This is an optimization exercise on Yosys and OpenROAD, whose aim is small area, not a production implementation.
The RTL was checked by simulation tests, not by an equivalence proof against the original design.
Power figures rest on the tool's default switching activity, not on a simulated workload.

==> run a <==
==> flow/design.v <==
`timescale 1ns / 1ps
module Car_Alarm_System_S (
input Brake_depressed_switch , Hidden_switch , Ignition_switch , Driver_door , Passenger_door ,Clock, System_reset,
output Fuel_pump_power , Siren , Status_indicator
);
  wire rst, ig, brk, hid, dd, pd;
  Debouncer D1 (Clock, System_reset, rst);
  Debouncer D2 (Clock, Ignition_switch, ig);
  Debouncer D3 (Clock, Brake_depressed_switch, brk);
  Debouncer D4 (Clock, Hidden_switch, hid);
  Debouncer D5 (Clock, Driver_door, dd);
  Debouncer D6 (Clock, Passenger_door, pd);
  reg fp_q;
  assign Fuel_pump_power = ~rst & ig & ((brk & hid) | fp_q);
  always @(posedge Clock) fp_q <= Fuel_pump_power;
  localparam Armed = 3'b000, Triggered = 3'b010, Sound_Alarm = 3'b011, Disarmed = 3'b001, Ignition_off = 3'b101, Door_open = 3'b110, Door_close = 3'b100, Alarm_on = 3'b111;
  reg [2:0] state, next_state;
  reg [1:0] cls;
  reg start, drv;
  reg expired;
  wire tick;
  wire door = dd | pd;
  always @(*) begin
    case (state)
      Armed:        next_state = ig ? Disarmed : door ? Triggered : Armed;
      Triggered:    next_state = ig ? Disarmed : expired ? Sound_Alarm : Triggered;
      Sound_Alarm:  next_state = (~door | ig) ? Alarm_on : Sound_Alarm;
      Alarm_on:     next_state = ~expired ? Alarm_on : ~door ? Armed : ig ? Disarmed : Alarm_on;
      Disarmed:     next_state = ig ? Disarmed : Ignition_off;
      Ignition_off: next_state = dd ? Door_open : Ignition_off;
      Door_open:    next_state = ~door ? Door_close : Door_open;
      default:      next_state = expired ? Armed : door ? Door_open : Door_close;
    endcase
  end
  always @(posedge Clock) begin
    state <= rst ? Armed : next_state;
    case (state)
      Armed:                 cls <= 2'b01;
      Triggered:             cls <= 2'b10;
      Sound_Alarm, Alarm_on: cls <= 2'b11;
      default:               cls <= 2'b00;
    endcase
    start <= (state == Armed & ~ig & door) | (state == Sound_Alarm & (~door | ig)) |
             (state == Door_open & ~door);
    drv <= dd;
  end
  assign Siren = cls[1] & cls[0];
  reg [3:0] counter;
  wire [3:0] value = (cls == 2'b01) ? (drv ? 4'd2 : 4'd15) : cls[1] ? 4'd10 : 4'd6;
  always @(posedge Clock) begin
    if (rst)
      counter <= 4'd0;
    else if (start)
      counter <= value;
    else if (tick && counter != 4'd0)
      counter <= counter - 1'b1;
    expired <= ~rst & ~start & tick & (counter == 4'd1);
  end
  TickDivider TD (Clock, rst | start, tick);
  reg led;
  assign Status_indicator = led;
  always @(posedge Clock)
    if (rst)
      led <= 1'b0;
    else if (tick)
      led <= cls[1] | (cls[0] & ~led);
endmodule
module Debouncer (input clock, I, output reg O);
  reg [10:0] r;
  reg IReg;
  wire diff = IReg ^ I;
  wire at_end = (r[10:1] == 10'b0101010101);
  always @(posedge clock) begin
    IReg <= I;
    if (diff)
      r <= 11'b01010100111;
    else
      r <= {~r[9:0], r[10] ^ r[8]};
    if (!diff && at_end)
      O <= IReg;
  end
endmodule
module TickDivider (input clk, rst, output tick);
  reg [13:0] q;
  wire z = (q[12:0] == 13'b1010101010101);
  assign tick = z & ~q[13];
  always @(posedge clk)
    if (rst)
      q <= 14'b01010101010100;
    else
      q <= {~q[12:0], q[13] ^ q[4] ^ q[2] ^ q[0] ^ z};
endmodule
==> flow/flow/run.sh <==
#!/bin/bash
# Standard ORFS layout (the standard synthesis) with a leaner clock tree:
# no dummy loads and small sink buffers; minimum-size port buffers.
set -euo pipefail
export CTS_ARGS="-sink_clustering_enable -repair_clock_nets -dont_use_dummy_load -buf_list sky130_fd_sc_hd__clkbuf_2 -root_buf sky130_fd_sc_hd__clkbuf_8"
export BUFFER_PORTS_ARGS="-buffer_cell sky130_fd_sc_hd__buf_1"
bash standard.sh finish > standard_make.log 2>&1
==> flow/standard.sh <==
#!/bin/bash
# synth_recipe.tcl (not shown) runs the flow's synth.tcl, then flattens the netlist and writes it again
# the make line also repeats each setting of config.mk as NAME=value (left out here)
make -C /OpenROAD-flow-scripts/flow DESIGN_CONFIG=/design/flow/config.mk WORK_HOME=/design/flow/orfs CLKGATE_MAP_FILE= SYNTH_SCRIPT=/design/flow/synth_recipe.tcl "${@:-finish}"
==> flow/config.mk <==
export PLATFORM = sky130hd
export DESIGN_NAME = Car_Alarm_System_S
export DESIGN_NICKNAME = Car_Alarm_System_S
export VERILOG_FILES = /design/flow/design.v
export SDC_FILE = /design/flow/constraint.sdc
export NUM_CORES = 4
export LEC_CHECK = 0
export CAP_MARGIN = 20
export CORE_MARGIN = 2
export CORE_UTILIZATION = 70
export SLEW_MARGIN = 20
==> flow/constraint.sdc <==
create_clock -name core_clock -period 10.0 [get_ports {Clock}]
set_input_delay 2.0000 -clock core_clock [delete_from_list [all_inputs] [get_ports {Clock}]]
set_output_delay 2.0000 -clock core_clock [all_outputs]
set_load 0.01 [all_outputs]
==> run b (differences from run a) <==
--- a/flow/design.v
+++ b/flow/design.v
@@ -13,7 +13,8 @@
   reg fp_q;
   assign Fuel_pump_power = ~rst & ig & ((brk & hid) | fp_q);
   always @(posedge Clock) fp_q <= Fuel_pump_power;
-  localparam Armed = 3'b000, Triggered = 3'b010, Sound_Alarm = 3'b011, Disarmed = 3'b001, Ignition_off = 3'b101, Door_open = 3'b110, Door_close = 3'b100, Alarm_on = 3'b111;
+  localparam Armed = 3'b000, Triggered = 3'b001, Sound_Alarm = 3'b010, Disarmed = 3'b011,
+             Ignition_off = 3'b100, Door_open = 3'b101, Door_close = 3'b110, Alarm_on = 3'b111;
   reg [2:0] state, next_state;
   reg [1:0] cls;
   reg start, drv;
==> flow/run.sh (new file) <==
#!/bin/bash
# synth_recipe.tcl (not shown) runs the flow's synth.tcl, then flattens the netlist and writes it again
# the make line also repeats each setting of config.mk as NAME=value (left out here)
make -C /OpenROAD-flow-scripts/flow DESIGN_CONFIG=/design/flow/config.mk WORK_HOME=/design/flow/orfs CLKGATE_MAP_FILE= SYNTH_SCRIPT=/design/flow/synth_recipe.tcl finish
- CORE_UTILIZATION: 70 -> 40
removed: flow/flow/run.sh
removed: flow/standard.sh
==> run c (differences from run a) <==
==> flow/flow/run.sh (replaced) <==
#!/bin/bash
set -euo pipefail
export CTS_ARGS="-sink_clustering_enable -repair_clock_nets -dont_use_dummy_load -buf_list sky130_fd_sc_hd__clkbuf_16 -root_buf sky130_fd_sc_hd__clkbuf_16 -sink_clustering_size 50 -sink_clustering_max_diameter 500"
export BUFFER_PORTS_ARGS="-buffer_cell sky130_fd_sc_hd__buf_1"
bash standard.sh finish > standard_make.log 2>&1
==> impl_results.rst <==
.. list-table::
   :header-rows: 1

   * - Metric
     - Value
   * - Run status
     - complete, no violations
   * - Placed insts
     - about 430
   * - Most frequent cells in the layout
     - sky130_fd_sc_hd__dfxtp_1, sky130_fd_sc_hd__nor2_1, sky130_fd_sc_hd__nand2_1
   * - Power Dens Cells
     - 203 nW/um2
   * - Height of the die
     - between 90 and 100 um
   * - Multiplexer fraction of the synthesized cell area
     - less than 1%
   * - Part of the power in the clock network
     - approximately 34%
   * - Top achievable clock speed
     - between 200 and 300 MHz
   * - Global Route met1 Usage
     - roughly 16%
   * - Detailed Place HPWL
     - 3510 um
   * - Post-layout util
     - 46.2%
   * - Worst VDD drop
     - 0.0884 mV
   * - Max incr delay on CP
     - between 500 and 600 ps
   * - Design Power
     - approximately 0.77 mW
-- figures above: run b

==> impl_results.rst <==
.. list-table::
   :header-rows: 1

   * - Metric
     - Value
   * - Placed insts
     - 373
   * - Run status
     - complete, no violations
   * - Max incr delay on CP
     - 570 ps
   * - Multiplexer fraction of the synthesized cell area
     - 0.302%
   * - Part of the power in the clock network
     - 28.1%
   * - Global Route met1 Usage
     - between 20 and 30%
   * - Worst VDD drop
     - around 0.15 mV
   * - Post-layout util
     - approximately three quarters
   * - Top achievable clock speed
     - slightly below 300 MHz
   * - Design Power
     - between 0.6 and 0.7 mW
   * - Detailed Place HPWL
     - approximately 3500 um
   * - Power Dens Cells
     - about 200 nW/um2
-- figures above: run a

==> impl_results.rst <==
.. list-table::
   :header-rows: 1

   * - Metric
     - Value
   * - Placed insts
     - 373
   * - Design Power
     - about 0.79 mW
   * - Number of buffers and inverters on the critical path
     - 1
   * - Post-layout util
     - between 70% and 80%
   * - Multiplexer fraction of the synthesized cell area
     - 0.302%
   * - Proportion of layout cells with a drive suffix above 1
     - under 10%
   * - Height of the die
     - ~73 um
   * - Worst VDD drop
     - between 0.15 and 0.2 mV
   * - Top achievable clock speed
     - 296 MHz
   * - Global Route met1 Usage
     - between 20% and 30%
   * - Power Dens Cells
     - 217 nW/um2
   * - Max incr delay on CP
     - between 500 and 600 ps
   * - Run status
     - complete, no violations
-- figures above: run c

## static timing again, ports no longer ideal
Ports are ideal in the flow. The routed layouts listed here were re-timed in OpenROAD. Step 1 (the two cells are an assumption about what drives the block):
set clk [get_ports {Clock}]
set_driving_cell -lib_cell sky130_fd_sc_hd__clkbuf_16 $clk
set_driving_cell -lib_cell sky130_fd_sc_hd__buf_2 [delete_from_list [all_inputs] $clk]
Step 2, shift: input delay + t, output delay - t, t = (earliest + latest rising clock arrival at the registers) / 2. This alone moves slack from input paths to output paths. a / b / c = ideal ports / drivers / drivers and shift; a / b = the first two.
run | t, ns | slack for setup (ns) | latest minus earliest clock arrival (ns) | pins driven straight from the clock port
run a | 0.366 | 6.602 / 6.574 / 6.871 | 0.020 / 0.020 | 1
run b | 0.379 | 6.208 / 6.180 / 6.457 | 0.012 / 0.012 | 1
run c | 0.357 | 6.624 / 6.592 / 6.864 | 0.015 / 0.014 | 1
After both steps every run listed still meets setup and hold.
